Background: an optimization exercise with open tools, aiming at small area and a short achievable clock period. Do not read the settings as production practice.
RTL that was checked went through simulation tests only; none was proved equivalent to the original.
The RTL of runs 1, 6 and 7 was laid out without a check of its function.
Power figures rest on the tool's default switching activity, not on a simulated workload.

--- flow/run.sh ---
#!/bin/bash
# synth_recipe.tcl (not shown) runs the flow's synth.tcl, then flattens the netlist and writes it again
# the make line also repeats each setting of config.mk as NAME=value (left out here)
make -C /OpenROAD-flow-scripts/flow DESIGN_CONFIG=/design/flow/config.mk WORK_HOME=/design/flow/orfs CLKGATE_MAP_FILE= SYNTH_SCRIPT=/design/flow/synth_recipe.tcl finish
--- flow/config.mk ---
export PLATFORM = sky130hd
export DESIGN_NAME = bsmac_array
export DESIGN_NICKNAME = bsmac_array
export VERILOG_FILES = /design/flow/design.v
export SDC_FILE = /design/flow/constraint.sdc
export NUM_CORES = 4
export LEC_CHECK = 0
export ABC_AREA = 1
export CAP_MARGIN = 20
export CORE_MARGIN = 2
export CORE_UTILIZATION = 40
export CTS_CLUSTER_DIAMETER = 100
export CTS_CLUSTER_SIZE = 22
export SETUP_SLACK_MARGIN = 2.6
export SLEW_MARGIN = 20
--- flow/constraint.sdc ---
create_clock -name core_clock -period 5.0 [get_ports {clk}]
set_input_delay 1.0000 -clock core_clock [delete_from_list [all_inputs] [get_ports {clk}]]
set_output_delay 1.0000 -clock core_clock [all_outputs]
set_load 0.01 [all_outputs]
--- flow/design.v ---
`timescale 1ns / 1ps
module fullAdder(Sum,Cout,Cin,In1,In2);
   input wire In1,In2,Cin;
   output wire Sum,Cout;
   assign Cout = (In1&In2)|(In1&Cin)|(In2&Cin);
   assign Sum = In1^In2^Cin;
endmodule
`timescale 1ns / 1ps
module j_mac #(
  parameter WEIGHT_RESET_VAL = 8'b00100011
) (
  input      clk     ,
  input      reset   ,
  input      acc     ,   
  input      din     ,   
  input      plus_one,
  input      clr     ,   
  input      m_0     ,   
  input      m_1     ,   
  input      update_w,
  input      mac_en  ,
  output reg result
);
  reg  [7:0] W;
  reg  [7:0] P;
  reg        C, Cd;
  always @(posedge clk) begin
    if (reset)
      W <= WEIGHT_RESET_VAL;
    else if (update_w)
      W <= {din, W[7:1]};
  end
  wire [7:0] z = W & {8{din}};
  wire [7:0] g = P & z;
  wire [7:0] p = P ^ z;
  wire G10 = g[1] | (p[1] & g[0]);
  wire G32 = g[3] | (p[3] & g[2]);  wire P32 = p[3] & p[2];
  wire G54 = g[5] | (p[5] & g[4]);  wire P54 = p[5] & p[4];
  wire G76 = g[7] | (p[7] & g[6]);  wire P76 = p[7] & p[6];
  wire G20 = g[2] | (p[2] & G10);
  wire G30 = G32  | (P32  & G10);
  wire G64 = g[6] | (p[6] & G54);   wire P64 = p[6] & P54;
  wire G74 = G76  | (P76  & G54);   wire P74 = P76  & P54;
  wire G40 = g[4] | (p[4] & G30);
  wire G50 = G54  | (P54  & G30);
  wire G60 = G64  | (P64  & G30);
  wire G70 = G74  | (P74  & G30);
  wire [8:0] c = {G70, G60, G50, G40, G30, G20, G10, g[0], 1'b0};
  wire [7:0] s = p ^ c[7:0];
  wire [7:0] p_nxt = clr ? {1'b0, z[7:1]} : {c[8], s[7:1]};
  wire prod_0 = z[0] ^ P[0];           
  wire prod_1 = z[0];                  
  wire m_c0   = Cd ? m_1 : m_0;        
  wire iaa_0  = prod_0 ^ m_c0;
  wire iaa_1  = prod_1 ^ m_0;          
  wire r_0    = iaa_0 ^ acc ^ C;
  wire r_1    = iaa_1 ^ acc;
  wire c_0    = (iaa_0 & acc) | (iaa_0 & C) | (acc & C);
  wire c_1    = iaa_1 & acc;
  wire cd_0   = (~prod_0 & plus_one) | (~prod_0 & Cd) | (plus_one & Cd);
  wire cd_1   = ~prod_1 & plus_one;
  always @(posedge clk) begin
    if (mac_en) begin
      P  <= p_nxt;
      C  <= clr ? c_1 : c_0;
      Cd <= clr ? cd_1 : cd_0;
    end
  end
  always @(posedge clk) begin
    if (reset)
      result <= 1'b0;
    else if (mac_en)
      result <= clr ? r_1 : r_0;
  end
endmodule
`timescale 1ns / 1ps
module bsmac_array #(
  parameter ROWS = 8,
  parameter COLS = 8
) (
  input             clk               ,
  input             reset             ,
  input  [ROWS-1:0] data_in           ,
  input  [COLS-1:0] acc_in            ,
  input             plus_one          ,
  input             clear_accu_control,
  input             control1          ,
  input             update_w          ,
  input             mac_en            ,
  output [COLS-1:0] acc_out
);
  wire [ROWS*COLS-1:0]     data_w;
  reg  [ROWS*COLS-1:0]     data_r;
  wire [(ROWS+1)*COLS-1:0] acc_w;
  reg  zero_pc;
  always @(posedge clk) begin
    if (reset)
      zero_pc <= 1'b1;
    else if (mac_en)
      zero_pc <= 1'b0;
  end
  wire clr = clear_accu_control | zero_pc;
  wire m_0 = ~control1 & ~plus_one;
  wire m_1 = ~control1 &  plus_one;
  assign acc_w[COLS-1:0] = acc_in;
  assign acc_out         = acc_w[ROWS*COLS +: COLS];
  genvar r, c;
  generate
    for (r = 0; r < ROWS; r = r + 1) begin : g_row
      for (c = 0; c < COLS; c = c + 1) begin : g_col
        if (c == 0) begin : g_first
          assign data_w[r*COLS+c] = data_in[r];
        end else begin : g_next
          assign data_w[r*COLS+c] = data_r[r*COLS+c-1];
        end
        always @(posedge clk) begin
          if (reset) begin
            data_r[r*COLS+c] <= 1'b0;
          end else begin
            data_r[r*COLS+c] <= data_w[r*COLS+c];
          end
        end
        j_mac #(.WEIGHT_RESET_VAL(8'b00100011)) u_mac (
          .clk     (clk                ),
          .reset   (reset              ),
          .acc     (acc_w[r*COLS+c]    ),
          .din     (data_w[r*COLS+c]   ),
          .plus_one(plus_one           ),
          .clr     (clr                ),
          .m_0     (m_0                ),
          .m_1     (m_1                ),
          .update_w(update_w           ),
          .mac_en  (mac_en             ),
          .result  (acc_w[(r+1)*COLS+c])
        );
      end
    end
  endgenerate
endmodule
==> results.yml, run 1 <==
final_layout:
  final_cell_area_um2: 79300
  fillers: 18140
  drive_gt1_frac: 0.04510
  nets: 9588
  fin_cells: 11330
  seqCellArea_um2: 32020
  multi_input_area_um2: 35790
  area_growth_syn_to_layout_pct: 6.812
grt:
  antenna_found_initial: 3
  grt_max_degree: 208
  overflow: 0
  grt_pass1_vias: 54490
  grt_pass1_wl_um: 268900
  grt.total_usage: 0.1672
route:
  ant_nets: 0
  dr_total_vias: 55150
  wire_per_inst_um: 14.39
  drt-total-wl_um: 163000
  viasPerCell: 4.868
  drt_first_iter_violations: 3326
  drc: 0
  dr.pass1.iters: 6
timing:
  slew_violations: 0
  fmaxAchievable_ghz: 0.4071
  slew-limit-headroom: 0.3707
  min_period_over_period: 0.4913
  setup-tns-final_ns: 0
  whs_ns: 0.4625
  rsz0062_at_grt: "yes"
  tightest_slew_ns: 0.9439
  hold_viol: 0
  setup_ws_ns: 2.544
  setup_viol: 0
  fin_crit_ns: 2.456
  finClkSkew_ns: 0.02550
power_and_ir_drop:
  vdd_drop_max_mv: 0.2701
  powerDensity_nw_per_um2: 267.1
  leakage_nw: 37.38
synthesis:
  yosysMostFrequentCell: "nand2_1"
  yosys_warnings: 2
  synth_largest_area_cell: "edfxtp_1"
  synth-edff-count: 640
  synthTopCellsByCount: "nand2_1 (2,351), inv_1 (1,353), nor2_1 (774), o21ai_0 (774), edfxtp_1 (640)"
  synth.avg_cell_area_um2: 8.185
  ys_types: 26
  synth_cells: 9071
  synth.net_count: 9862
  yosys-top-cells-area: "edfxtp_1 (26%), dfxtp_1 (17%), nand2_1 (12%)"
  syn_area_um2: 74240
  synth_top_area_frac: 0.2589
  async_flop_share: 0
  ys_seq_area_frac: 0.4295
  synth-seq-cells: 1273
  synthFlopType: "edfxtp_1"
die:
  die_h_um: 434.8
  rows: 158
  dieWidth_um: 434.8
  initial_core_util: 0.4017
  dieArea_um2: 189100
  core-area_um2: 184800
  io_pins: 31
run_status:
  outcome: "finished clean"
worst_setup_path:
  crit_required_ns: 5.41
  crit_buf_inv: 3
  cpPeakStageDelay_ns: 0.47
  worstPathArrival_ns: 2.86
  crit_family: "buffers and inverters"
  worstSetupPathType: "primary input to flip-flop"
  crit_fanout: 68
  cp-start-kind: "primary input"
  worst_path_max_delay_cell: "buf_4"
  crit_chain: "clkdlybuf4s50_1, nor2_4, buf_4, buf_16, o21ai_0"
  end_kind: "flip-flop"
cts:
  cts_tree: "built"
  clock-sinks: 1273
  hold_buffers: 0
  cts_root_buffer: "clkbuf_16"
  htreeDepth: 3
  clk_pin_slew_ns: 0.09
  cts_made_buffers: 67
  clk_latency_ns: 0.69
  cts.path.max_buffers: 3
place:
  port_buffers: 30
  place_area_um2: 76900
  hpwl_um: 98360
  place_congestion: 0.7643
  dpl_worst_slack_ns: 1.469
  dp.cells: 11200
job:
  maxCapViolCount: 0
min_path:
  worstHoldPathType: "flip-flop to flip-flop"
[sequential cells by signal (all words and copies together) (netlist names)]
name,flops
g_row.g_col.u_mac.Cd,64
g_row.g_col.u_mac.C,64
zero_pc,1
g_row.g_col.u_mac.P,512
g_row.g_col.u_mac.W,512
g_row.g_col.u_mac.din,56
g_row.g_col.u_mac.result,64
[cell families (layout without fill, tap and decap cells)]
family          Yosys count  in the layout  share of synthesized area
flops                  1273           1273                     0.4295
fa+ha+maj               768            768                     0.1553
other cells               0              1                          0
compound gates         1157           1157                    0.08241
simple gates           3818           3819                     0.2077
buf+inv                1799           1574                    0.09486
xor+xnor                256            256                    0.03020
[path summary, 6_finish.rpt]
| kind | start | endpoint | slack (ns) | cells after the start |
|---|---|---|---|---|
| worst max-delay path | clear_accu_control | g_row[1].g_col[3].u_mac.P[0]$_DFFE_PP_ | 2.54 | 5 |
| worst min-delay path | g_row[2].g_col[3].u_mac.W[0]$_SDFFE_PP1P_ | g_row[2].g_col[3].u_mac.W[0]$_SDFFE_PP1P_ | 0.46 | 2 |
| worst max register to register | g_row[2].g_col[6].u_mac.din$_SDFF_PP0_ | g_row[2].g_col[6].u_mac.P[3]$_DFFE_PP_ | 2.68 | 9 |
| worst min register to register | g_row[2].g_col[3].u_mac.W[0]$_SDFFE_PP1P_ | g_row[2].g_col[3].u_mac.W[0]$_SDFFE_PP1P_ | 0.46 | 2 |
[report_power, final]
part	internal (mW)	switching [mW]
registers	11.7	0.440
logic	1.05	1.79
clock network	2.70	3.55
total	15.4	5.78
[metrics by stage]
step	util	power, mW
after floorplan	-	14.31
after global placement	0.4160	15.00
after detailed placement	0.4160	15.13
after CTS	0.4274	21.46
after global routing	0.4290	22.29
final	0.4290	21.18
[repair_timing]
| action | CTS | global route |
|---|---|---|
| pin swaps | 1 | 0 |
| cloned | 1 | 6 |
| setup endpoints to repair | 281 | 424 |
| resized for setup | 70 | 107 |
| buffers inserted | 1 | 0 |
[cells in the final DEF (no fill, tap or decap), types with 54 or more instances in the layout]
master / count
nand2_1: 2334
nor2_1: 774
a21oi_1: 199
or2_2: 57
inv_1: 1342
xor2_1: 128
nand3_1: 576
clkbuf_16: 76
o211ai_1: 127
ha_1: 504
fa_1: 234
o21ai_0: 741
edfxtp_1: 640
xnor2_1: 128
dfxtp_1: 572
nand3b_1: 54
[layer usage]
layer | global-route usage | wire length (um) | vias to the layer above
met2 | 0.2948 | 77500 | 646
li1 | - | - | 28170
met3 | 0.01403 | 4939 | 151
met4 | 0.03709 | 3178 | 0
met1 | 0.2223 | 77400 | 26180
met5 | 0 | 0 | -
[tightest hold or removal path, delay by kind of cell, from the launching register on]
kind / cells / cell delay [ns]
flip-flops: 1 / 0.34
AND/OR/NAND/NOR: 2 / 0.10
[area by class of cell]
type,count,area share
multi-input combinational,6000,0.4513
timing repair buffer,99,0.01622
tap,2480,0.03913
inverter,1356,0.06464
clock buffer,118,0.02476
clock inverter,1,0.0001104
sequential,1273,0.4038
antenna,1,0.00003156
==> run 2, diff against run 1 <==
--- a/flow/design.v
+++ b/flow/design.v
@@ -48,17 +48,17 @@
   wire [8:0] c = {G70, G60, G50, G40, G30, G20, G10, g[0], 1'b0};
   wire [7:0] s = p ^ c[7:0];
   wire [7:0] p_nxt = clr ? {1'b0, z[7:1]} : {c[8], s[7:1]};
-  wire prod_0 = z[0] ^ P[0];           
-  wire prod_1 = z[0];                  
-  wire m_c0   = Cd ? m_1 : m_0;        
-  wire iaa_0  = prod_0 ^ m_c0;
-  wire iaa_1  = prod_1 ^ m_0;          
-  wire r_0    = iaa_0 ^ acc ^ C;
-  wire r_1    = iaa_1 ^ acc;
-  wire c_0    = (iaa_0 & acc) | (iaa_0 & C) | (acc & C);
-  wire c_1    = iaa_1 & acc;
-  wire cd_0   = (~prod_0 & plus_one) | (~prod_0 & Cd) | (plus_one & Cd);
-  wire cd_1   = ~prod_1 & plus_one;
+  wire prod  = z[0] ^ (P[0] & ~clr);   
+  wire Cm    = C & ~clr;
+  wire Cdm   = Cd & ~clr;
+  wire m     = Cdm ? m_1 : m_0;        
+  wire iaa   = prod ^ m;
+  wire c_0   = (iaa & Cm) | (acc & Cm) | (iaa & acc);
+  wire c_1   = c_0;
+  wire cd_0  = (~prod & Cdm) | (plus_one & Cdm) | (~prod & plus_one);
+  wire cd_1  = cd_0;
+  wire r_0   = iaa ^ acc ^ Cm;
+  wire r_1   = r_0;
   always @(posedge clk) begin
     if (mac_en) begin
       P  <= p_nxt;
==> run 2 against run 1 <==
Still clean. Highest routed layer is now met5. Sequential share of layout area rose by 0.35 points. Sequential cell count did not move. Largest power group unchanged. Die area fell by 3.1%. Routed wire length fell by 0.30%.
==> results.yml, run 2 <==
run_status:
  outcome: "finished clean"
min_path:
  min_path_cells: 2
  worstHoldPathType: "flip-flop to flip-flop"
  worstHoldStart: "g_row[2].g_col[1].u_mac.W[0]$_SDFFE_PP1P_"
  hold_path_end: "g_row[2].g_col[1].u_mac.W[0]$_SDFFE_PP1P_"
final_layout:
  area_growth_syn_to_layout_pct: 9.068
  final_cell_area_um2: 78480
  drive_gt1_frac: 0.06080
  final_cell_mix: "nand2_1 (2,302), inv_1 (1,246), nor2_1 (1,021), o21ai_0 (690), edfxtp_1 (640)"
  utilization: 0.4394
  nets: 9378
  mostFrequentLayoutCell: "nand2_1"
  top_regs: "g_row.g_col.u_mac.P: 512 flops, g_row.g_col.u_mac.W: 512 flops"
  fin_cells: 11120
  n_antenna_cell: 0
place:
  dpl_worst_slack_ns: 1.087
  dp.cells: 10940
  place_congestion: 0.7866
  place_area_um2: 74840
  hpwl_um: 97750
  port_buffers: 30
die:
  core-area_um2: 178600
  dieArea_um2: 183300
  rows: 155
  die_h_um: 428.1
  initial_core_util: 0.4029
  io_pins: 31
  dieWidth_um: 428.1
power_and_ir_drop:
  leakage_nw: 37.24
  vdd_drop_max_mv: 0.2053
  power_mw: 21.12
  powerDensity_nw_per_um2: 269.1
route:
  viasPerCell: 4.854
  wl_met3_um: 5482
  dr_total_vias: 53990
  drt_first_iter_violations: 3248
  met1_length_um: 76860
  wire_per_inst_um: 14.61
  ant_nets: 0
  drt-total-wl_um: 162500
  route.met2.wl_um: 76650
  top_layer: "met5"
  dr.pass1.iters: 5
  drc: 0
synthesis:
  async_flop_share: 0
  syn_area_um2: 71960
  synth_cells: 8917
  synth.avg_cell_area_um2: 8.070
  ys_seq_area_frac: 0.4432
  synthFlopType: "edfxtp_1"
  yosys_warnings: 2
  yosys-top-cells-area: "edfxtp_1 (27%), dfxtp_1 (18%), nand2_1 (12%)"
  synth.net_count: 9580
  synth_largest_area_cell: "edfxtp_1"
  synthTopCellsByCount: "nand2_1 (2,365), inv_1 (1,272), nor2_1 (1,030), o21ai_0 (707), edfxtp_1 (640)"
  synth_top_area_frac: 0.2671
  synth-edff-count: 640
  synth-seq-cells: 1273
  ys_types: 23
  yosysMostFrequentCell: "nand2_1"
grt:
  grt_pass1_vias: 52960
  antenna_found_initial: 2
  overflow: 0
  grt_pass1_wl_um: 266900
  grt.total_usage: 0.1740
  grt_max_degree: 158
cts:
  cts_tree: "built"
  clock-sinks: 1273
  clk_pin_slew_ns: 0.10
  cts.path.max_buffers: 3
  cts_root_buffer: "clkbuf_16"
  htreeDepth: 3
  clk_latency_ns: 0.69
  cts_made_buffers: 68
timing:
  setup-tns-final_ns: 0
  fin_crit_ns: 2.467
  tightest_slew_ns: 1.044
  slew_violations: 0
  whs_ns: 0.4616
  finClkSkew_ns: 0.02604
  hold_viol: 0
  min_period_over_period: 0.4934
  setup_viol: 0
  setup_ws_ns: 2.533
  fmaxAchievable_ghz: 0.4054
  rsz0062_at_grt: "yes"
  slew-limit-headroom: 0.3037
worst_setup_path:
  crit_required_ns: 5.58
  crit_chain: "buf_12, nor2_4, buf_6, buf_16, buf_12, clkbuf_16, buf_12, nand2_2, o21ai_2, xor2_1, inv_1, fa_1, nor2_1, nor2_1"
  worstSetupPathType: "primary input to flip-flop"
  ff2ff_setup_slack_ns: 2.63
  r2r-start: "zero_pc$_SDFFE_PP1P_"
  end_kind: "flip-flop"
  crit_fanout: 7
  crit_top_cell: "buf_12"
  worstPathArrival_ns: 3.05
  cpPeakStageDelay_ns: 0.45
  r2r-end: "g_row[4].g_col[0].u_mac.result$_SDFFE_PP0P_"
  worst_path_max_delay_cell: "fa_1"
  reg2regPathDepth: 13
  cp-start-kind: "primary input"
job:
  maxCapViolCount: 0
-- run 2: cell count changes after synthesis, moves of 6 or more --
cell and delta:
xnor2_1 -117, clkbuf_1 -13, buf_2 -6, o21ai_1 +62, o21ai_0 -67, nand3_1 -66, nor2_1 +256, xor2_1 +117
inv_1 -81, nand2_1 +14, o211ai_1 -127, ha_1 -128
-- run 2: logic make-up (layout without fill, tap and decap cells) --
kind of cell / after synthesis / in the layout / synth area share
AND/OR/NAND/NOR: 4030 / 4031 / 0.2245
flip-flops: 1273 / 1273 / 0.4432
AO/OA/AOI/OAI: 1020 / 1020 / 0.07094
buffers and inverters: 1698 / 1547 / 0.09219
XOR/XNOR: 256 / 256 / 0.03116
adder cells (fa/ha/maj): 640 / 640 / 0.1380
-- run 2: layout make-up --
class	instances	area [um^2]
fill	17370	100100
multi-input combinational	5947	34460
clock buffer	118	1996
tap	2355	2947
sequential	1273	31970
clock inverter	4	31.28
timing repair buffer	149	2252
inverter	1276	4830
-- run 2: critical path, delay by kind of cell --
family	cells	cell delay, ns
buffers and inverters	7	0.90
adders and majority gates	1	0.45
and+or+nand+nor	4	0.37
xor gates and xnor gates	1	0.16
AOI/OAI and AO/OA	1	0.14
-- run 2: layer usage --
metal / GRT usage / up-vias
met5: 0 / -
met4: 0.03668 / 2
met3: 0.02037 / 161
met2: 0.3017 / 670
met1: 0.2329 / 25650
li1: - / 27500
-- run 2: power breakdown --
group / total [mW] / internal, mW / switching [mW]
Combinational: 2.66 / 0.986 / 1.67
Sequential: 12.1 / 11.7 / 0.470
Clock: 6.31 / 2.76 / 3.55
Total: 21.1 / 15.4 / 5.70
-- run 2: how the worst max path moves through the flow --
stage          depth (start not counted)                                           to  slack, ns                from
6_report                              14  g_row[4].g_col[0].u_mac.result$_SDFFE_PP0P_       2.53  clear_accu_control
5_1_grt                               14  g_row[4].g_col[6].u_mac.result$_SDFFE_PP0P_       2.51  clear_accu_control
4_1_cts                                8       g_row[4].g_col[1].u_mac.P[2]$_DFFE_PP_       2.60  clear_accu_control
3_5_place_dp                          11  g_row[7].g_col[2].u_mac.result$_SDFFE_PP0P_       1.09  clear_accu_control
3_3_place_gp                          11  g_row[7].g_col[0].u_mac.result$_SDFFE_PP0P_       1.13  clear_accu_control
2_1_floorplan                          9  g_row[0].g_col[7].u_mac.result$_SDFFE_PP0P_       2.43  clear_accu_control
-- run 2: repair_timing --
action                                  CTS  global route
pin swaps                                 3            37
endpoints found under the setup margin  492           177
gates cloned                             14            13
gates resized for setup                  91           150
hold buffers                              0             0
buffers inserted                         14            17
==> run 3, diff against run 2 <==
==> flow/flow/run.sh (new file) <==
#!/bin/bash
# Layout flow: the standard flow (standard.sh), with the port buffers
# made strong drivers (buf_6) instead of the resizer's default choice.
export BUFFER_PORTS_ARGS="-buffer_cell sky130_fd_sc_hd__buf_6"
bash standard.sh > standard.log 2>&1
==> flow/standard.sh (new file) <==
#!/bin/bash
# synth_recipe.tcl (not shown) runs the flow's synth.tcl, then flattens the netlist and writes it again
# the make line also repeats each setting of config.mk as NAME=value (left out here)
make -C /OpenROAD-flow-scripts/flow DESIGN_CONFIG=/design/flow/config.mk WORK_HOME=/design/flow/orfs CLKGATE_MAP_FILE= SYNTH_SCRIPT=/design/flow/synth_recipe.tcl "${@:-finish}"
--- a/flow/config.mk
+++ b/flow/config.mk
@@ -8,7 +8,7 @@
 export ABC_AREA = 1
 export CAP_MARGIN = 20
 export CORE_MARGIN = 2
-export CORE_UTILIZATION = 40
+export CORE_UTILIZATION = 60
 export CTS_CLUSTER_DIAMETER = 100
 export CTS_CLUSTER_SIZE = 22
 export SETUP_SLACK_MARGIN = 2.6
removed: flow/run.sh
==> run 3 against run 2 <==
Critical path depth fell by 2. Largest cell class unchanged. Clock power fell by 1%. Hold slack improved by 0.0021 ns. Die area fell by 33%. Maximum frequency rose by 2.2%. Clock skew barely moved. Combinational power fell by 2%. First-iteration DRC count rose by 24%. Largest power group unchanged. Final cell count fell by 7.0%. Routed wire length fell by 2.1%.
==> results.yml, run 3 <==
final_layout:
  top_regs: "g_row.g_col.u_mac.P: 512 flops, g_row.g_col.u_mac.W: 512 flops"
  nets: 9350
  final_cell_area_um2: 76780
  utilization: 0.6426
  fin_cells: 10350
  n_antenna_cell: 0
  drive_gt1_frac: 0.05196
  area_growth_syn_to_layout_pct: 6.705
  final_cell_mix: "nand2_1 (2,315), inv_1 (1,246), nor2_1 (1,021), o21ai_0 (691), edfxtp_1 (640)"
  mostFrequentLayoutCell: "nand2_1"
place:
  dpl_worst_slack_ns: 1.117
  dp.cells: 10190
  place_area_um2: 73760
  hpwl_um: 91610
  port_buffers: 30
  place_congestion: 0.7835
timing:
  slew-limit-headroom: 0.2874
  fmaxAchievable_ghz: 0.4144
  setup-tns-final_ns: 0
  min_period_over_period: 0.4827
  whs_ns: 0.4636
  slew_violations: 0
  tightest_slew_ns: 1.069
  fin_crit_ns: 2.413
  setup_viol: 0
  finClkSkew_ns: 0.02626
  rsz0062_at_grt: "yes"
  hold_viol: 0
  setup_ws_ns: 2.587
worst_setup_path:
  cp-start-kind: "primary input"
  end_kind: "flip-flop"
  worstSetupPathType: "primary input to flip-flop"
  worstPathArrival_ns: 2.98
  crit_required_ns: 5.57
  crit_fanout: 12
synthesis:
  synth_largest_area_cell: "edfxtp_1"
  yosysMostFrequentCell: "nand2_1"
  synth_simple_gate_area_share: 0.2245
  synth.avg_cell_area_um2: 8.070
  synth-edff-count: 640
  async_flop_share: 0
  synth_top_family_by_area: "simple AND/OR/NAND/NOR gates"
  synthAdderAreaFrac: 0.1380
  synth.net_count: 9580
  yosys_warnings: 2
  syn_area_um2: 71960
  ys_types: 23
  synth.area.mux_share: 0
  synthFlopType: "edfxtp_1"
  synth_xor_area_frac: 0.03116
  synth_compound_area_frac: 0.07094
  synth_top_area_frac: 0.2671
  synth-seq-cells: 1273
  yosys-top-cells-area: "edfxtp_1 (27%), dfxtp_1 (18%), nand2_1 (12%)"
  ys_seq_area_frac: 0.4432
  synth_cells: 8917
  synthTopCellsByCount: "nand2_1 (2,365), inv_1 (1,272), nor2_1 (1,030), o21ai_0 (707), edfxtp_1 (640)"
route:
  wire_per_inst_um: 15.37
  drt-total-wl_um: 159000
  drt_first_iter_violations: 4039
  drc: 0
  dr_total_vias: 53960
  viasPerCell: 5.214
  dr.pass1.iters: 6
  ant_nets: 0
die:
  core-area_um2: 119500
  die_h_um: 350.3
  initial_core_util: 0.6022
  io_pins: 31
  rows: 127
  dieWidth_um: 350.3
  dieArea_um2: 122700
min_path:
  worstHoldPathType: "flip-flop to flip-flop"
grt:
  antenna_found_initial: 4
  grt_pass1_vias: 51790
  overflow: 0
  grt_max_degree: 182
  grt_pass1_wl_um: 255900
  grt.total_usage: 0.2525
power_and_ir_drop:
  powerDensity_nw_per_um2: 273.5
  power_mw: 21.00
  vdd_drop_max_mv: 0.2819
  leakage_nw: 36.88
cts:
  clk_latency_ns: 0.67
  clk_pin_slew_ns: 0.10
  clock-sinks: 1273
  cts.path.max_buffers: 3
  htreeDepth: 3
  cts_root_buffer: "clkbuf_16"
  cts_made_buffers: 67
  cts_tree: "built"
  hold_buffers: 0
job:
  maxCapViolCount: 0
run_status:
  outcome: "finished clean"
## run 3: repair_timing
item | in CTS | in global routing
pin swaps | 3 | 4
gates resized for setup | 15 | 89
setup endpoints to repair | 175 | 157
buffers inserted | 8 | 9
gates cloned | 8 | 16
## run 3: critical path, stage by stage
cell	delay (ns)
buf_6	0.11
nor2_4	0.12
buf_4	0.14
buf_12	0.17
clkbuf_16	0.21
nand2_1	0.07
xor2_1	0.22
xor2_1	0.18
inv_1	0.08
fa_1	0.46
nor2_1	0.11
nor2_1	0.07
## run 3: cell families after synthesis
family                     Yosys count
buffers and inverters             1698
and+or+nand+nor                   4030
AOI/OAI and AO/OA                 1020
adders and majority gates          640
DFF                               1273
xor gates and xnor gates           256
## run 3: report_power, final
part | leakage (nW) | switching, mW | internal, mW
clock network | 0.960 | 3.49 | 2.76
logic | 24.1 | 1.67 | 0.942
registers | 11.8 | 0.459 | 11.7
## run 3: path summary, 6_finish.rpt
check | slack [ns] | cells past startpoint | start | to
hold / removal | 0.46 | 2 | g_row[6].g_col[7].u_mac.W[0]$_SDFFE_PP1P_ | g_row[6].g_col[7].u_mac.W[0]$_SDFFE_PP1P_
setup reg to reg | 2.66 | 9 | g_row[1].g_col[5].u_mac.din$_SDFF_PP0_ | g_row[1].g_col[5].u_mac.P[4]$_DFFE_PP_
hold reg to reg | 0.46 | 2 | g_row[6].g_col[7].u_mac.W[0]$_SDFFE_PP1P_ | g_row[6].g_col[7].u_mac.W[0]$_SDFFE_PP1P_
setup / recovery | 2.59 | 12 | clear_accu_control | g_row[4].g_col[1].u_mac.result$_SDFFE_PP0P_
## run 3: layout make-up
cell class / instances / area [um^2]
clock buffer: 119 / 2009
fill: 10350 / 42710
inverter: 1276 / 4840
multi-input combinational: 5949 / 34260
sequential: 1273 / 31950
tap: 1612 / 2017
timing repair buffer: 117 / 1683
timing repair inverter: 3 / 31.28
## run 3: layer usage
layer | track usage | part of all wire
met1 | 0.3515 | 0.48
met2 | 0.4277 | 0.46
met3 | 0.02874 | 0.047
met4 | 0.05141 | 0.018
met5 | 0 | 0
==> run 4, diff against run 3 <==
--- a/flow/config.mk
+++ b/flow/config.mk
@@ -8,7 +8,7 @@
 export ABC_AREA = 1
 export CAP_MARGIN = 20
 export CORE_MARGIN = 2
-export CORE_UTILIZATION = 60
+export CORE_UTILIZATION = 40
 export CTS_CLUSTER_DIAMETER = 100
 export CTS_CLUSTER_SIZE = 22
 export SETUP_SLACK_MARGIN = 2.6
==> run 4 against run 3 <==
Largest power group unchanged. Synthesized area did not move. Via count fell by 0.22%. Die area rose by 49%. Global-route usage fell by 8.4 points. Still clean on timing, DRC and antenna. Sequential power barely moved. First-iteration DRC count fell by 11%. Sequential cell count did not move. Critical path type unchanged.
==> results.yml, run 4 <==
timing:
  slew_violations: 0
  min_period_over_period: 0.4856
  hold_viol: 0
  setup_viol: 0
  fin_crit_ns: 2.428
  slew-limit-headroom: 0.3498
  setup-tns-final_ns: 0
  finClkSkew_ns: 0.02696
  tightest_slew_ns: 0.9753
  fmaxAchievable_ghz: 0.4118
  setup_ws_ns: 2.572
  rsz0062_at_grt: "yes"
die:
  dieArea_um2: 183300
  die_h_um: 428.1
  dieWidth_um: 428.1
  initial_core_util: 0.4029
  rows: 155
  io_pins: 31
  core-area_um2: 178600
grt:
  grt_max_degree: 182
  grt_pass1_vias: 52770
  antenna_found_initial: 1
  grt_pass1_wl_um: 261500
  grt.total_usage: 0.1688
  overflow: 0
power_and_ir_drop:
  vdd_drop_max_mv: 0.1796
  leakage_nw: 36.73
  power_mw: 20.96
  powerDensity_nw_per_um2: 270.8
cts:
  cts_root_buffer: "clkbuf_16"
  cts_made_buffers: 68
  clk_pin_slew_ns: 0.09
  cts_tree: "built"
  htreeDepth: 3
  clk_latency_ns: 0.69
  cts.path.max_buffers: 3
  clock-sinks: 1273
synthesis:
  ys_types: 23
  synth.avg_cell_area_um2: 8.070
  synth.net_count: 9580
  ys_seq_area_frac: 0.4432
  async_flop_share: 0
  yosys_warnings: 2
  yosysMostFrequentCell: "nand2_1"
  synth_top_area_frac: 0.2671
  synth-edff-count: 640
  synthTopCellsByCount: "nand2_1 (2,365), inv_1 (1,272), nor2_1 (1,030), o21ai_0 (707), edfxtp_1 (640)"
  synth-seq-cells: 1273
  yosys-top-cells-area: "edfxtp_1 (27%), dfxtp_1 (18%), nand2_1 (12%)"
  synth_largest_area_cell: "edfxtp_1"
  synth_cells: 8917
  synthFlopType: "edfxtp_1"
  syn_area_um2: 71960
route:
  viasPerCell: 4.862
  ant_nets: 0
  wire_per_inst_um: 14.37
  drt-total-wl_um: 159100
  drt_first_iter_violations: 3611
  dr_total_vias: 53840
  drc: 0
  dr.pass1.iters: 6
place:
  port_buffers: 30
  dpl_worst_slack_ns: 1.371
  dp.cells: 10930
  place_congestion: 0.7769
  hpwl_um: 96460
final_layout:
  final_cell_mix: "nand2_1 (2,310), inv_1 (1,246), nor2_1 (1,022), o21ai_0 (691), edfxtp_1 (640)"
  nets: 9329
  mostFrequentLayoutCell: "nand2_1"
  fin_cells: 11070
  utilization: 0.4334
  area_growth_syn_to_layout_pct: 7.579
  fillers: 17590
  n_antenna_cell: 0
  drive_gt1_frac: 0.05116
  top_regs: "g_row.g_col.u_mac.P: 512 flops, g_row.g_col.u_mac.W: 512 flops"
min_path:
  worstHoldPathType: "flip-flop to flip-flop"
  worstHoldStart: "g_row[6].g_col[3].u_mac.W[0]$_SDFFE_PP1P_"
  min_path_cells: 2
worst_setup_path:
  setup.worst_path.start: "clear_accu_control"
  crit_fanout: 16
  cp-start-kind: "primary input"
  reg2regPathDepth: 11
  crit_chain: "buf_6, nor2_4, buf_4, clkbuf_16, buf_16, nand2_1, o21ai_1, xor2_1, inv_1, fa_1, nor2_1, nor2_1"
  crit_top_cell: "nor2_1"
  end_kind: "flip-flop"
  worst_path_max_delay_cell: "fa_1"
  worstSetupPathType: "primary input to flip-flop"
  crit_required_ns: 5.63
  worstPathArrival_ns: 3.06
  cpPeakStageDelay_ns: 0.54
  r2r-start: "zero_pc$_SDFFE_PP1P_"
run_status:
  outcome: "finished clean"
job:
  maxCapViolCount: 0
-- run 4: cell counts after synthesis --
Identical to the previous run, type by type.
-- run 4: logic make-up (layout without fill, tap and decap cells) --
| logic type | count (synthesis) | in the layout | share of synthesized area |
|---|---|---|---|
| DFF | 1273 | 1273 | 0.4432 |
| and+or+nand+nor | 4030 | 4031 | 0.2245 |
| adders and majority gates | 640 | 640 | 0.1380 |
| xor gates and xnor gates | 256 | 256 | 0.03116 |
| AOI/OAI and AO/OA | 1020 | 1020 | 0.07094 |
| buffers and inverters | 1698 | 1498 | 0.09219 |
-- run 4: per-layer routing --
metal / part of all wire / vias to the layer above / track usage / wire length (um)
li1: - / 27410 / - / -
met1: 0.48 / 25650 / 0.2289 / 76110
met2: 0.47 / 636 / 0.2924 / 75370
met3: 0.029 / 145 / 0.01674 / 4606
met4: 0.019 / 2 / 0.03366 / 3001
met5: 0.000082 / - / 0 / 13
-- run 4: worst paths after layout --
| kind | end | slack [ns] |
|---|---|---|
| max | g_row[4].g_col[6].u_mac.result$_SDFFE_PP0P_ | 2.57 |
| min | g_row[6].g_col[3].u_mac.W[0]$_SDFFE_PP1P_ | 0.46 |
| max reg2reg | g_row[4].g_col[6].u_mac.result$_SDFFE_PP0P_ | 2.64 |
| min reg2reg | g_row[6].g_col[3].u_mac.W[0]$_SDFFE_PP1P_ | 0.46 |
-- run 4: timing repair --
| item | in CTS | in global routing |
|---|---|---|
| setup buffers | 3 | 5 |
| setup endpoints to repair | 163 | 209 |
| hold buffers | 0 | 0 |
| gates cloned | 2 | 10 |
| gates resized for setup | 15 | 91 |
| pin swaps | 1 | 5 |
-- run 4: final cells by class --
type                    count  area (um^2)  area share
flip-flops and latches   1273        31970      0.4130
inverters                1276         4830     0.06239
multi-input cells        5947        34190      0.4417
well taps                2355         2947     0.03806
repair buffers            100         1466     0.01894
clock inverters             3        36.28   0.0004687
clock buffers             119         1967     0.02541
-- run 4: worst max-delay path: cells and delay by family --
family / cells / cell delay, ns
buf+inv: 5 / 0.69
xor+xnor: 1 / 0.19
fa+ha+maj: 1 / 0.54
simple gates: 4 / 0.43
compound gates: 1 / 0.20
-- run 4: per-stage QoR --
stage | cell area [um^2] | hold slack (ns)
after detailed placement | 74730 | 0.4421
after global routing | 77410 | 0.4879
after global placement | 74730 | 0.4374
after floorplan | 72800 | 0.4287
after CTS | 76890 | 0.4667
final | 77410 | 0.4617
-- run 4: power breakdown --
part           leakage [nW]  internal [mW]  total, mW  switching (mW)
clock network         0.955           2.72       6.26            3.54
registers              11.8           11.7       12.1           0.467
logic                  23.9          0.923       2.56            1.63
total                  36.7           15.3       21.0            5.64
==> run 5, diff against run 4 <==
--- a/flow/config.mk
+++ b/flow/config.mk
@@ -8,8 +8,8 @@
 export ABC_AREA = 1
 export CAP_MARGIN = 20
 export CORE_MARGIN = 2
-export CORE_UTILIZATION = 40
-export CTS_CLUSTER_DIAMETER = 100
-export CTS_CLUSTER_SIZE = 22
-export SETUP_SLACK_MARGIN = 2.6
+export CORE_UTILIZATION = 50
+export CTS_CLUSTER_DIAMETER = 80
+export CTS_CLUSTER_SIZE = 24
+export SETUP_SLACK_MARGIN = 2.7
 export SLEW_MARGIN = 20
==> run 5 against run 4 <==
Synthesized area is the same. Die area shrank 20%. Maximum frequency grew 0.36%. Non-clock buffer count grew 81. Critical path type unchanged. Core utilization grew 13 points.
==> results.yml, run 5 <==
grt:
  grt_pass1_vias: 52330
  grt_pass1_wl_um: 262600
  met1_usage: 0.3010
  antenna_found_initial: 3
  grt-busiest-layer: "met2"
  grt_max_degree: 204
  overflow: 0
  gr-usage-met2: 0.3640
  grt.total_usage: 0.2156
  gr-usage-met3: 0.02314
worst_setup_path:
  worstPathArrival_ns: 3.05
  crit_top_cell: "buf_12"
  reg2regPathDepth: 12
  cp.depth: 13
  worst_path_max_delay_cell: "fa_1"
  end_kind: "flip-flop"
  crit_buf_inv: 6
  crit_family: "buffers and inverters"
  crit_chain: "buf_8, nor2_4, buf_12, buf_12, buf_12, buf_16, nand2_2, xor2_2, xor2_1, inv_1, fa_1, nor2_1, nor2_1"
  crit_required_ns: 5.63
  cpPeakStageDelay_ns: 0.53
  cp-start-kind: "primary input"
  worstSetupPathType: "primary input to flip-flop"
  crit_fanout: 6
timing:
  finClkSkew_ns: 0.02580
  tightest_slew_ns: 1.061
  hold_viol: 0
  fin_crit_ns: 2.420
  slew_violations: 0
  slew-limit-headroom: 0.2924
  min_period_over_period: 0.4839
  rsz0062_at_grt: "yes"
  setup-tns-final_ns: 0
  fmaxAchievable_ghz: 0.4133
  whs_ns: 0.4598
  setup_ws_ns: 2.580
  setup_viol: 0
power_and_ir_drop:
  p_sw_mw: 6.252
  power_frac_comb: 0.123
  power_mw: 22.52
  leakage_nw: 38.25
  seq_power_share: 0.539
  powerDensity_nw_per_um2: 281.3
  p_sw_frac: 0.2777
  vdd_drop_max_mv: 0.3537
  p_int_mw: 16.26
  pwr-share-clk: 0.338
die:
  core-area_um2: 143300
  dieArea_um2: 147000
  dieWidth_um: 383.4
  rows: 139
  die_h_um: 383.4
  initial_core_util: 0.5021
  io_pins: 31
synthesis:
  synth.net_count: 9580
  async_flop_share: 0
  synthFlopType: "edfxtp_1"
  yosysMostFrequentCell: "nand2_1"
  synth_largest_area_cell: "edfxtp_1"
  syn_area_um2: 71960
  yosys-top-cells-area: "edfxtp_1 (27%), dfxtp_1 (18%), nand2_1 (12%)"
  synth_top_area_frac: 0.2671
  ys_types: 23
  synth-edff-count: 640
  yosys_warnings: 2
  synth-seq-cells: 1273
  synth_cells: 8917
  ys_seq_area_frac: 0.4432
  synth.avg_cell_area_um2: 8.070
  synthTopCellsByCount: "nand2_1 (2,365), inv_1 (1,272), nor2_1 (1,030), o21ai_0 (707), edfxtp_1 (640)"
final_layout:
  top_regs: "g_row.g_col.u_mac.P: 512 flops, g_row.g_col.u_mac.W: 512 flops"
  fin_cells: 10730
  mostFrequentLayoutCell: "nand2_1"
  drive_gt1_frac: 0.08825
  utilization: 0.5586
  final_cell_area_um2: 80050
  final_cell_mix: "nand2_1 (2,242), inv_1 (1,238), nor2_1 (1,009), o21ai_0 (675), edfxtp_1 (640)"
  area_growth_syn_to_layout_pct: 11.24
  n_antenna_cell: 0
  nets: 9423
cts:
  clk_latency_ns: 0.70
  cts_tree: "built"
  hold_buffers: 0
  clock-sinks: 1273
  clk_pin_slew_ns: 0.09
  cts.path.max_buffers: 3
  cts_root_buffer: "clkbuf_16"
  cts_made_buffers: 79
  htreeDepth: 3
route:
  drt_first_iter_violations: 3190
  drt-total-wl_um: 163500
  drc: 0
  viasPerCell: 5.054
  dr.pass1.iters: 6
  dr_total_vias: 54230
  wire_per_inst_um: 15.24
  ant_nets: 0
place:
  port_buffers: 30
  dp.cells: 10480
  hpwl_um: 92280
  place_area_um2: 74140
  dpl_worst_slack_ns: 1.263
  place_congestion: 0.7688
min_path:
  min_path_cells: 2
  worstHoldPathType: "flip-flop to flip-flop"
run_status:
  outcome: "finished clean"
job:
  maxCapViolCount: 0
run 5: changes by cell type in the layout (fill, tap and decap cells not counted), sizes merged:
cell	previous run	this run
clkinv	2	16
clkbuf	126	117
buf	91	159
bufinv	0	3
inv	1277	1302
bufbuf	2	6
clkinvlp	0	4
run 5: area by class of cell:
class | instances | area, um^2
Clock buffer | 101 | 2256
Clock inverter | 47 | 574.3
Fill cell | 13020 | 63260
Inverter | 1276 | 4841
Multi-Input combinational cell | 5947 | 35130
Sequential cell | 1273 | 32050
Tap cell | 1903 | 2381
Timing Repair Buffer | 181 | 2800
Timing Repair inverter | 2 | 22.52
run 5: metal layers:
layer / part of all wire / vias up
met2: 0.46 / 772
li1: - / 27590
met3: 0.039 / 158
met1: 0.48 / 25710
met4: 0.020 / 2
met5: 0.000067 / -
run 5: power by group through the flow:
stage / sequential, mW / clock [mW] / combinational [mW]
2_1_floorplan: 12.2 / 0 / 1.90
3_5_place_dp: 12.4 / 0 / 2.49
6_report: 12.1 / 7.60 / 2.77
5_1_grt: 12.2 / 8.16 / 3.18
4_1_cts: 12.1 / 7.85 / 2.63
3_3_place_gp: 12.4 / 0 / 2.40
run 5: final timing paths:
| check | slack (ns) | startpoint | to |
|---|---|---|---|
| worst max-delay path | 2.58 | clear_accu_control | g_row[4].g_col[0].u_mac.result$_SDFFE_PP0P_ |
| worst min-delay path | 0.46 | g_row[4].g_col[2].u_mac.W[0]$_SDFFE_PP1P_ | g_row[4].g_col[2].u_mac.W[0]$_SDFFE_PP1P_ |
| worst max register to register | 2.65 | zero_pc$_SDFFE_PP1P_ | g_row[4].g_col[0].u_mac.result$_SDFFE_PP0P_ |
| worst min register to register | 0.46 | g_row[4].g_col[2].u_mac.W[0]$_SDFFE_PP1P_ | g_row[4].g_col[2].u_mac.W[0]$_SDFFE_PP1P_ |
run 5: kinds of logic (layout without fill, tap and decap cells):
group	after synthesis	count (layout)	share of synthesized area
compound gates	1020	1020	0.07094
simple gates	4030	4031	0.2245
xor+xnor	256	256	0.03116
flops	1273	1273	0.4432
buf+inv	1698	1607	0.09219
fa+ha+maj	640	640	0.1380
run 5: what timing repair did:
action | CTS | global route
setup buffers | 23 | 49
setup endpoints to repair | 292 | 286
pin swaps | 5 | 156
gates resized for setup | 85 | 305
gates cloned | 16 | 19
run 5: tightest hold or removal path, stage by stage, from the launching register on:
cell and delay, ns:
dfxtp_1 0.33, nand2_1 0.05, nand3_1 0.05
==> run 6, diff against run 5 <==
--- a/flow/design.v
+++ b/flow/design.v
@@ -52,25 +52,19 @@
   wire Cm    = C & ~clr;
   wire Cdm   = Cd & ~clr;
   wire m     = Cdm ? m_1 : m_0;        
-  wire iaa   = prod ^ m;
-  wire c_0   = (iaa & Cm) | (acc & Cm) | (iaa & acc);
-  wire c_1   = c_0;
-  wire cd_0  = (~prod & Cdm) | (plus_one & Cdm) | (~prod & plus_one);
-  wire cd_1  = cd_0;
-  wire r_0   = iaa ^ acc ^ Cm;
-  wire r_1   = r_0;
+  wire iaa   = prod ^ m;               
   always @(posedge clk) begin
     if (mac_en) begin
       P  <= p_nxt;
-      C  <= clr ? c_1 : c_0;
-      Cd <= clr ? cd_1 : cd_0;
+      C  <= (iaa & Cm) | (acc & Cm) | (iaa & acc);
+      Cd <= (~prod & Cdm) | (plus_one & Cdm) | (~prod & plus_one);
     end
   end
   always @(posedge clk) begin
     if (reset)
       result <= 1'b0;
     else if (mac_en)
-      result <= clr ? r_1 : r_0;
+      result <= iaa ^ acc ^ Cm;
   end
 endmodule
 `timescale 1ns / 1ps
==> flow/config.mk (replaced) <==
export PLATFORM = sky130hd
export DESIGN_NAME = bsmac_array
export DESIGN_NICKNAME = bsmac_array
export VERILOG_FILES = /design/flow/design.v
export SDC_FILE = /design/flow/constraint.sdc
export NUM_CORES = 4
export LEC_CHECK = 0
export CAP_MARGIN = 20
export CORE_MARGIN = 2
export CORE_UTILIZATION = 40
export CTS_CLUSTER_DIAMETER = 100
export CTS_CLUSTER_SIZE = 22
export SETUP_SLACK_MARGIN = 2.6
export SLEW_MARGIN = 20
==> run 6 against run 5 <==
Clock-buffer cell count rose by 16. Critical endpoint is now g_row[1].g_col[4].u_mac.result$_SDFFE_PP0P_. Core utilization fell by 11 points. Sequential power barely moved. Combinational power rose by 5%. Critical path type unchanged. Register-to-register slack got worse by 0.15 ns. Clock skew rose by 0.015 ns. Synthesized cell count fell by 16%. Global-route usage fell by 4.5 points. Sequential cell count did not move. Final area rose by 4.4%. Largest power group unchanged. Largest cell class unchanged. Die area rose by 29%.
==> results.yml, run 6 <==
final_layout:
  top_regs: "g_row.g_col.u_mac.P: 512 flops, g_row.g_col.u_mac.W: 512 flops"
  area_growth_syn_to_layout_pct: 12.51
  final_cell_mix: "edfxtp_1 (640), dfxtp_1 (582), nand2_1 (577), nor2_1 (516), o21ai_0 (500)"
  fin_cells: 9912
  nets: 8039
  drive_gt1_frac: 0.1136
  mostFrequentLayoutCell: "edfxtp_1"
place:
  dpl_worst_slack_ns: 1.025
  place_congestion: 0.7849
  hpwl_um: 99090
  dp.cells: 9610
  port_buffers: 30
min_path:
  worstHoldStart: "g_row[7].g_col[1].u_mac.W[1]$_SDFFE_PP1P_"
  worstHoldPathType: "flip-flop to flip-flop"
  min_path_cells: 1
  hold_path_end: "g_row[7].g_col[1].u_mac.W[0]$_SDFFE_PP1P_"
cts:
  hold_buffers: 0
  cts_tree: "built"
  cts_made_buffers: 70
  cts_root_buffer: "clkbuf_16"
  cts.path.max_buffers: 3
  clk_latency_ns: 0.71
  clock-sinks: 1273
  htreeDepth: 3
  clk_pin_slew_ns: 0.10
worst_setup_path:
  worstPathArrival_ns: 3.14
  cpPeakStageDelay_ns: 0.46
  r2r-end: "g_row[1].g_col[4].u_mac.result$_SDFFE_PP0P_"
  worst_path_max_delay_cell: "fa_2"
  r2r-start: "zero_pc$_SDFFE_PP1P_"
  crit_fanout: 7
  reg2regPathDepth: 12
  cp-start-kind: "primary input"
  end_kind: "flip-flop"
  ff2ff_setup_slack_ns: 2.50
  crit_required_ns: 5.59
  worstSetupPathType: "primary input to flip-flop"
  crit_chain: "buf_16, nor3b_4, buf_6, buf_6, buf_12, buf_16, buf_4, a21oi_2, o311ai_2, xnor2_1, fa_2, mux2i_1, nor2_1"
synthesis:
  synth_top_area_frac: 0.2588
  async_flop_share: 0
  syn_area_um2: 74250
  yosysMostFrequentCell: "edfxtp_1"
  ys_seq_area_frac: 0.4295
  synthTopCellsByCount: "edfxtp_1 (640), dfxtp_1 (633), nand2_1 (577), o21ai_0 (570), nor2_1 (566)"
  synth_largest_area_cell: "edfxtp_1"
  ys_types: 41
  synth-edff-count: 640
  synth-seq-cells: 1273
  synth.avg_cell_area_um2: 9.966
  synth_cells: 7451
  yosys_warnings: 2
  synth.net_count: 8114
  synthFlopType: "edfxtp_1"
  yosys-top-cells-area: "edfxtp_1 (26%), dfxtp_1 (17%), fa_1 (6.9%)"
timing:
  hold_viol: 0
  whs_ns: 0.4772
  fin_crit_ns: 2.547
  slew_violations: 0
  tightest_slew_ns: 0.9501
  fmaxAchievable_ghz: 0.3927
  setup-tns-final_ns: 0
  slew-limit-headroom: 0.3666
  finClkSkew_ns: 0.04070
  setup_ws_ns: 2.453
  min_period_over_period: 0.5093
  rsz0062_at_grt: "yes"
  setup_viol: 0
power_and_ir_drop:
  power_mw: 21.51
  leakage_nw: 34.40
  powerDensity_nw_per_um2: 257.4
  vdd_drop_max_mv: 0.2382
die:
  dieWidth_um: 434.9
  initial_core_util: 0.4017
  io_pins: 31
  core-area_um2: 184800
  dieArea_um2: 189100
  die_h_um: 434.9
  rows: 158
route:
  drc: 0
  drt-total-wl_um: 171800
  wire_per_inst_um: 17.34
  viasPerCell: 5.380
  dr_total_vias: 53330
  dr.pass1.iters: 5
  ant_nets: 0
  drt_first_iter_violations: 3408
grt:
  grt.total_usage: 0.1710
  grt_pass1_vias: 52590
  grt_max_degree: 139
  overflow: 0
  grt_pass1_wl_um: 272700
  antenna_found_initial: 1
job:
  maxCapViolCount: 0
run_status:
  outcome: "finished clean"
[run 6: cell count changes after synthesis, sizes merged, moves of 194 or more]
cell   before  now
and2        0  447
inv      1276  448
mux2i       0  384
nand2    2365  577
nand3     513   63
nor2     1032  566
nor2b       0  312
o21ai     771  577
[run 6: how the worst max path moves through the flow]
stage | start | endpoint | slack (ns) | depth (start not counted)
final | plus_one | g_row[1].g_col[4].u_mac.result$_SDFFE_PP0P_ | 2.45 | 13
after global routing | plus_one | g_row[2].g_col[4].u_mac.result$_SDFFE_PP0P_ | 2.35 | 12
after CTS | plus_one | g_row[0].g_col[4].u_mac.result$_SDFFE_PP0P_ | 2.52 | 12
after detailed placement | plus_one | g_row[2].g_col[0].u_mac.result$_SDFFE_PP0P_ | 1.03 | 9
after global placement | plus_one | g_row[6].g_col[6].u_mac.result$_SDFFE_PP0P_ | 1.07 | 9
after floorplan | clear_accu_control | g_row[3].g_col[0].u_mac.result$_SDFFE_PP0P_ | 2.04 | 12
[run 6: stage by stage]
step	cell area (um^2)	util
2_1_floorplan	75590	-
3_3_place_gp	77800	0.4209
3_5_place_dp	77800	0.4209
4_1_cts	81340	0.4401
5_1_grt	83540	0.4520
6_report	83540	0.4520
[run 6: repair_timing]
item,4_1_cts,5_1_grt
cloned,21,19
pin swaps,39,110
setup endpoints to repair,180,282
gates resized for setup,95,243
setup buffers,36,98
[run 6: kinds of logic after synthesis]
kind of cell / count (synthesis) / share of synthesized area
adders and majority gates: 640 / 0.1337
buffers and inverters: 879 / 0.04769
AOI/OAI and AO/OA: 1676 / 0.1480
DFF: 1273 / 0.4295
and+or+nand+nor: 2342 / 0.1569
muxes: 448 / 0.06147
xor gates and xnor gates: 193 / 0.02276
[run 6: metal layers]
layer,share of wire,global-route usage
met1,0.47,0.2279
met2,0.48,0.2967
met3,0.033,0.01752
met4,0.022,0.04206
met5,0,0
[run 6: where the power goes]
part	switching (mW)	total, mW	leakage (nW)	internal (mW)
clock network	3.69	6.54	1.03	2.86
registers	0.488	12.1	11.8	11.6
logic	1.62	2.90	21.6	1.28
total	5.79	21.5	34.4	15.7
[run 6: critical path, delay by kind of cell]
| family | cells | cell delay [ns] |
|---|---|---|
| AO/OA/AOI/OAI | 2 | 0.29 |
| AND/OR/NAND/NOR | 2 | 0.25 |
| buffers and inverters | 6 | 0.77 |
| adder cells (fa/ha/maj) | 1 | 0.46 |
| XOR/XNOR | 1 | 0.18 |
| multiplexers | 1 | 0.15 |
[run 6: cell type report]
cell class / instances / area (um^2)
Fill cell: 17110 / 101300
Sequential cell: 1273 / 31970
Clock inverter: 9 / 115.1
Multi-Input combinational cell: 5300 / 40750
Clock buffer: 117 / 2034
Antenna cell: 2 / 5.005
Timing Repair Buffer: 283 / 3889
Inverter: 448 / 1682
Tap cell: 2480 / 3103
==> run 7, diff against run 6 <==
--- a/flow/config.mk
+++ b/flow/config.mk
@@ -5,10 +5,11 @@
 export SDC_FILE = /design/flow/constraint.sdc
 export NUM_CORES = 4
 export LEC_CHECK = 0
+export ABC_AREA = 1
 export CAP_MARGIN = 20
 export CORE_MARGIN = 2
 export CORE_UTILIZATION = 40
 export CTS_CLUSTER_DIAMETER = 100
 export CTS_CLUSTER_SIZE = 22
-export SETUP_SLACK_MARGIN = 2.6
+export SETUP_SLACK_MARGIN = 2.5
 export SLEW_MARGIN = 20
==> run 7 against run 6 <==
Still clean on timing, DRC and antenna. Register-to-register slack improved by 0.05 ns. Sequential share of layout area increased by 3.2 points. Synthesized cell count increased by 20%. Critical endpoint is now g_row[4].g_col[0].u_mac.result$_SDFFE_PP0P_. Highest routed layer unchanged.
==> results.yml, run 7 <==
timing:
  fmaxAchievable_ghz: 0.4045
  setup-tns-final_ns: 0
  slew-limit-headroom: 0.2245
  slew_violations: 0
  fin_crit_ns: 2.472
  setup_viol: 0
  finClkSkew_ns: 0.04155
  rsz0062_at_grt: "yes"
  min_period_over_period: 0.4944
  tightest_slew_ns: 1.163
  setup_ws_ns: 2.528
  hold_viol: 0
cts:
  htreeDepth: 3
  hold_buffers: 0
  clk_pin_slew_ns: 0.09
  clk_latency_ns: 0.72
  cts_root_buffer: "clkbuf_16"
  clock-sinks: 1273
  cts_made_buffers: 70
  cts_tree: "built"
  cts.path.max_buffers: 3
final_layout:
  fillers: 17540
  utilization: 0.4308
  final_cell_mix: "nand2_1 (2,324), inv_1 (1,259), nor2_1 (1,022), o21ai_0 (650), edfxtp_1 (640)"
  nets: 9326
  top_regs: "g_row.g_col.u_mac.P: 512 flops, g_row.g_col.u_mac.W: 512 flops"
  mostFrequentLayoutCell: "nand2_1"
  area_growth_syn_to_layout_pct: 6.939
  drive_gt1_frac: 0.04072
  final_cell_area_um2: 76960
route:
  drt-total-wl_um: 157200
  top_layer: "met4"
  wl_met3_um: 5062
  ant_nets: 0
  route.met2.wl_um: 75370
  drt_first_iter_violations: 3234
  viasPerCell: 4.838
  dr_total_vias: 53580
  dr.pass1.iters: 6
  met1_length_um: 73670
  wire_per_inst_um: 14.20
  drc: 0
grt:
  antenna_found_initial: 3
  grt_pass1_vias: 53410
  grt_max_degree: 181
  grt.total_usage: 0.1710
  grt_pass1_wl_um: 264300
  overflow: 0
synthesis:
  synth.avg_cell_area_um2: 8.072
  synth.net_count: 9578
  synth_largest_area_cell: "edfxtp_1"
  synth-edff-count: 640
  yosysMostFrequentCell: "nand2_1"
  syn_area_um2: 71960
  synth_cells: 8915
  yosys_warnings: 2
  synthTopCellsByCount: "nand2_1 (2,362), inv_1 (1,271), nor2_1 (1,030), o21ai_0 (655), edfxtp_1 (640)"
  async_flop_share: 0
  synth-seq-cells: 1273
  synth_top_area_frac: 0.2671
  yosys-top-cells-area: "edfxtp_1 (27%), dfxtp_1 (18%), nand2_1 (12%)"
  ys_seq_area_frac: 0.4432
  synthFlopType: "edfxtp_1"
  ys_types: 23
power_and_ir_drop:
  pwr-share-clk: 0.307
  power_mw: 21.12
  p_sw_mw: 5.737
  seq_power_share: 0.574
  p_sw_frac: 0.2717
  p_int_mw: 15.38
  power_frac_comb: 0.119
  vdd_drop_max_mv: 0.2935
  powerDensity_nw_per_um2: 274.4
  leakage_nw: 36.60
worst_setup_path:
  cpPeakStageDelay_ns: 0.53
  r2r-start: "zero_pc$_SDFFE_PP1P_"
  crit_fanout: 38
  worstSetupPathType: "primary input to flip-flop"
  worstPathArrival_ns: 3.11
  end_kind: "flip-flop"
  crit_required_ns: 5.63
  worst_path_max_delay_cell: "fa_1"
  reg2regPathDepth: 10
  cp-start-kind: "primary input"
  crit_chain: "buf_6, nor2_4, buf_6, clkbuf_16, nand2_1, xor2_1, xor2_1, inv_1, fa_1, nor2_1, nor2_1"
  crit_buf_inv: 4
  crit_family: "buffers and inverters"
  ff2ff_setup_slack_ns: 2.55
  r2r-end: "g_row[4].g_col[0].u_mac.result$_SDFFE_PP0P_"
min_path:
  worstHoldPathType: "flip-flop to flip-flop"
  min_path_cells: 2
  hold_path_end: "g_row[6].g_col[1].u_mac.W[0]$_SDFFE_PP1P_"
  worstHoldStart: "g_row[6].g_col[1].u_mac.W[0]$_SDFFE_PP1P_"
place:
  place_area_um2: 74520
  place_congestion: 0.7628
  hpwl_um: 96880
  dpl_worst_slack_ns: 1.405
  port_buffers: 30
die:
  io_pins: 31
  rows: 155
  dieWidth_um: 428.2
  initial_core_util: 0.4029
  core-area_um2: 178600
  die_h_um: 428.2
  dieArea_um2: 183300
job:
  maxCapViolCount: 0
run_status:
  outcome: "finished clean"
==> run 7: cell types whose count changed in the layout (fill, tap and decap cells not counted), sizes merged, moves of 116 or more <==
cell   delta
nand2  +1785
inv     +830
nor2    +466
nand3   +451
and2    -447
mux2i   -384
nor2b   -312
o21ai   +195
a211o   -192
buf     -163
and3    -129
nor3    -117
xor2    +116
==> run 7: area by class of cell <==
class	instances	area [um^2]	area share
Multi-Input combinational cell	5946	33830	0.4396
Sequential cell	1273	31920	0.4147
Inverter	1275	4822	0.06266
Tap cell	2355	2947	0.03829
Clock buffer	117	1992	0.02588
Timing Repair Buffer	97	1326	0.01723
Clock inverter	11	121.4	0.001577
Antenna cell	1	2.502	0.00003252
==> run 7: worst max-delay path by stage <==
stage / startpoint / end / depth (start not counted)
global placement: clear_accu_control / g_row[2].g_col[7].u_mac.result$_SDFFE_PP0P_ / 11
finish: clear_accu_control / g_row[4].g_col[0].u_mac.result$_SDFFE_PP0P_ / 11
detailed placement: clear_accu_control / g_row[2].g_col[3].u_mac.result$_SDFFE_PP0P_ / 11
global route: zero_pc$_SDFFE_PP1P_ / g_row[4].g_col[0].u_mac.result$_SDFFE_PP0P_ / 10
CTS: clear_accu_control / g_row[7].g_col[2].u_mac.result$_SDFFE_PP0P_ / 11
floorplan: clear_accu_control / g_row[2].g_col[4].u_mac.result$_SDFFE_PP0P_ / 10
==> run 7: kinds of logic (layout without fill, tap and decap cells) <==
group                      after synthesis  after routing  synth area share
adders and majority gates              640            640            0.1380
DFF                                   1273           1273            0.4432
and+or+nand+nor                       4027           4028            0.2243
AOI/OAI and AO/OA                     1022           1022           0.07108
buffers and inverters                 1697           1500           0.09227
other                                    0              1                 0
xor gates and xnor gates               256            256           0.03116
==> run 7: layer usage <==
metal	track usage	vias to the layer above
li1	-	27400
met2	0.3017	617
met4	0.03877	0
met1	0.2240	25420
met3	0.01940	145
met5	0	-
==> run 7: per-stage QoR <==
stage | cells | hold slack [ns]
2_1_floorplan | 8915 | 0.4287
3_3_place_gp | 10930 | 0.4379
3_5_place_dp | 10930 | 0.4423
4_1_cts | 11070 | 0.4654
5_1_grt | 11080 | 0.4825
6_report | 11080 | 0.4612
==> run 7: repair_timing <==
item	in CTS	in global routing
pin swaps	2	1
cloned	3	4
resized for setup	5	34
buffers inserted	2	3
setup endpoints to repair	122	88
==> run 7: tightest hold or removal path, stage by stage, from the launching register on <==
cell     delay (ns)
dfxtp_1        0.33
nand2_1        0.05
nand3_1        0.05
==> run 7: power by group through the flow <==
stage	registers, mW	clock network [mW]	logic [mW]
floorplan	12.2	0	1.88
global placement	12.4	0	2.39
detailed placement	12.4	0	2.49
CTS	12.1	6.75	2.53
global route	12.2	7.03	2.93
finish	12.1	6.48	2.51
==> run 8, diff against run 7 <==
--- a/flow/design.v
+++ b/flow/design.v
@@ -51,8 +51,7 @@
   wire prod  = z[0] ^ (P[0] & ~clr);   
   wire Cm    = C & ~clr;
   wire Cdm   = Cd & ~clr;
-  wire m     = Cdm ? m_1 : m_0;        
-  wire iaa   = prod ^ m;               
+  wire iaa   = clr ? (z[0] ^ m_0) : (z[0] ^ P[0] ^ (Cd ? m_1 : m_0));
   always @(posedge clk) begin
     if (mac_en) begin
       P  <= p_nxt;
--- a/flow/config.mk
+++ b/flow/config.mk
@@ -11,5 +11,5 @@
 export CORE_UTILIZATION = 40
 export CTS_CLUSTER_DIAMETER = 100
 export CTS_CLUSTER_SIZE = 22
-export SETUP_SLACK_MARGIN = 2.5
+export SETUP_SLACK_MARGIN = 2.6
 export SLEW_MARGIN = 20
==> run 8 against run 7 <==
Critical path type unchanged. Hold slack better by 0.0020 ns. Largest cell class unchanged. Largest power group unchanged. Sequential cell count stayed put. Combinational power is 6% higher. Via count is 3.4% higher. Critical path depth is 1 lower. Clock skew is 0.020 ns lower.
==> results.yml, run 8 <==
run_status:
  outcome: "finished clean"
die:
  dieWidth_um: 433.3
  die_h_um: 433.3
  dieArea_um2: 187700
  initial_core_util: 0.4026
  core-area_um2: 183100
  rows: 157
  io_pins: 31
timing:
  min_period_over_period: 0.4679
  slew_violations: 0
  rsz0062_at_grt: "yes"
  hold_viol: 0
  slew-limit-headroom: 0.3078
  tightest_slew_ns: 1.038
  setup_ws_ns: 2.660
  finClkSkew_ns: 0.02115
  setup_viol: 0
  fmaxAchievable_ghz: 0.4274
  fin_crit_ns: 2.340
  setup-tns-final_ns: 0
route:
  ant_nets: 0
  drt_first_iter_violations: 3329
  drt-total-wl_um: 158600
  drc: 0
  wire_per_inst_um: 13.81
  dr_total_vias: 55380
  dr.pass1.iters: 6
  viasPerCell: 4.821
final_layout:
  nets: 9698
  utilization: 0.4325
  top_regs: "g_row.g_col.u_mac.P: 512 flops, g_row.g_col.u_mac.W: 512 flops"
  area_growth_syn_to_layout_pct: 7.428
  drive_gt1_frac: 0.05132
  final_cell_mix: "nand2_1 (2,398), inv_1 (1,236), nor2_1 (978), o21ai_0 (847), edfxtp_1 (640)"
  mostFrequentLayoutCell: "nand2_1"
  final_cell_area_um2: 79180
power_and_ir_drop:
  vdd_drop_max_mv: 0.1957
  powerDensity_nw_per_um2: 266.9
  leakage_nw: 37.50
grt:
  overflow: 0
  gr-usage-met3: 0.01591
  grt_pass1_vias: 54030
  met1_usage: 0.2243
  grt_max_degree: 181
  grt_pass1_wl_um: 266600
  antenna_found_initial: 3
  gr-usage-met2: 0.2918
  grt-busiest-layer: "met2"
  grt.total_usage: 0.1689
worst_setup_path:
  end_kind: "flip-flop"
  worstPathArrival_ns: 2.92
  setup.worst_path.start: "clear_accu_control"
  crit_fanout: 99
  r2r-start: "g_row[6].g_col[7].u_mac.din$_SDFF_PP0_"
  ff2ff_setup_slack_ns: 2.72
  crit_required_ns: 5.58
  worstSetupPathType: "primary input to flip-flop"
  cp-start-kind: "primary input"
synthesis:
  synth_cells: 9244
  yosys-top-cells-area: "edfxtp_1 (26%), dfxtp_1 (17%), nand2_1 (12%)"
  synth-edff-count: 640
  async_flop_share: 0
  synthFlopType: "edfxtp_1"
  yosys_warnings: 2
  synthTopCellsByCount: "nand2_1 (2,441), inv_1 (1,261), nor2_1 (1,012), o21ai_0 (873), edfxtp_1 (640)"
  ys_types: 24
  synth-seq-cells: 1273
  ys_seq_area_frac: 0.4327
  synth_top_area_frac: 0.2607
  synth_largest_area_cell: "edfxtp_1"
  syn_area_um2: 73710
  synth.net_count: 9971
  synth.avg_cell_area_um2: 7.974
  yosysMostFrequentCell: "nand2_1"
place:
  hpwl_um: 99300
  place_congestion: 0.7866
  port_buffers: 30
  dpl_worst_slack_ns: 1.440
  place_area_um2: 76390
min_path:
  worstHoldStart: "g_row[5].g_col[3].u_mac.W[0]$_SDFFE_PP1P_"
  worstHoldPathType: "flip-flop to flip-flop"
job:
  maxCapViolCount: 0
cts:
  htreeDepth: 3
  clock-sinks: 1273
  cts_tree: "built"
  cts_made_buffers: 68
  cts_root_buffer: "clkbuf_16"
  clk_pin_slew_ns: 0.09
  cts.path.max_buffers: 3
  clk_latency_ns: 0.70
  hold_buffers: 0
[run 8: changes by cell type in the layout (fill, tap and decap cells not counted), moves of 23 or more]
cell     change
a21oi_1     +49
dfxtp_1     -35
dfxtp_4     +34
ha_1        +63
inv_1       -23
nand2_1     +74
nand3_1     +47
nor2_1      -44
o21ai_0    +197
o21ai_1     -51
xor2_1      -51
[run 8: stage by stage]
stage / cells / hold slack, ns / total power, mW
4_1_cts: 11470 / 0.4660 / 21.45
6_report: 11490 / 0.4631 / 21.14
3_3_place_gp: 11350 / 0.4374 / 14.89
5_1_grt: 11490 / 0.4861 / 22.27
3_5_place_dp: 11350 / 0.4422 / 15.00
2_1_floorplan: 9244 / 0.4287 / 14.18
[run 8: area by class of cell]
type	count	area, um^2
Fill cell	18090	103900
Clock buffer	117	1992
Multi-Input combinational cell	6252	35670
Inverter	1263	4793
Sequential cell	1273	32050
Clock inverter	4	56.30
Tap cell	2464	3083
Timing Repair Buffer	113	1545
Antenna cell	1	2.502
[run 8: where the power goes]
group / internal [mW] / switching (mW)
clock network: 2.81 / 3.54
logic: 0.962 / 1.69
registers: 11.7 / 0.471
[run 8: worst paths after layout]
path,endpoint,depth (start not counted)
setup / recovery,g_row[0].g_col[3].u_mac.result$_SDFFE_PP0P_,10
hold / removal,g_row[5].g_col[3].u_mac.W[0]$_SDFFE_PP1P_,2
setup reg to reg,g_row[6].g_col[7].u_mac.P[3]$_DFFE_PP_,9
hold reg to reg,g_row[5].g_col[3].u_mac.W[0]$_SDFFE_PP1P_,2
[run 8: routing by layer]
metal	wire length, um	vias to the layer above
li1	-	28630
met1	75470	25910
met2	74150	693
met3	5185	152
met4	3816	0
met5	0	-
[run 8: kinds of logic after synthesis]
kind of cell               count (synthesis)  share of synthesized area
AOI/OAI and AO/OA                       1224                    0.08335
xor gates and xnor gates                 192                    0.02281
adders and majority gates                704                     0.1456
and+or+nand+nor                         4131                     0.2248
buffers and inverters                   1720                    0.09081
DFF                                     1273                     0.4327
[run 8: what timing repair did]
item / 4_1_cts / 5_1_grt
gates cloned: 0 / 5
endpoints found under the hold margin: 0 / 0
endpoints found under the setup margin: 157 / 208
resized for setup: 45 / 140
setup buffers: 5 / 9
pin swaps: 2 / 2
[run 8: critical path, stage by stage]
cell and delay, ns:
buf_6 0.11, nor2_4 0.16, buf_12 0.21, buf_16 0.31
nand2_1 0.11, o21ai_0 0.18, inv_1 0.08, fa_1 0.43
nor2_1 0.11, nor2_1 0.06

==> port drivers added, routing unchanged <==
The flow's constraints put no driver on any port. The routed layouts listed below were extracted and timed again, unchanged, in two steps.
Step 1 sets driving cells, clkbuf_16 on the clock port and buf_2 on the other inputs (assumed; they add their load-dependent delay and slew).
Step 2, shift: input delay + t, output delay - t, t = (earliest + latest rising clock arrival at the registers) / 2. This alone moves slack from input paths to output paths.
Slacks: ideal ports / drivers / drivers and shift; pairs: ideal ports / drivers.
run | shift t [ns] | setup WS [ns]
run 1 | 0.758 | 2.544 / 2.544 / 1.785
run 2 | 0.763 | 2.533 / 2.569 / 1.806
run 3 | 0.736 | 2.587 / 2.631 / 1.895
run 4 | 0.759 | 2.572 / 2.585 / 1.857
run 5 | 0.765 | 2.580 / 2.593 / 1.828
run 6 | 0.772 | 2.453 / 2.293 / 1.521
run 7 | 0.772 | 2.528 / 2.543 / 1.772
run 8 | 0.767 | 2.660 / 2.608 / 1.841
After both steps setup and hold are still met in every run listed.
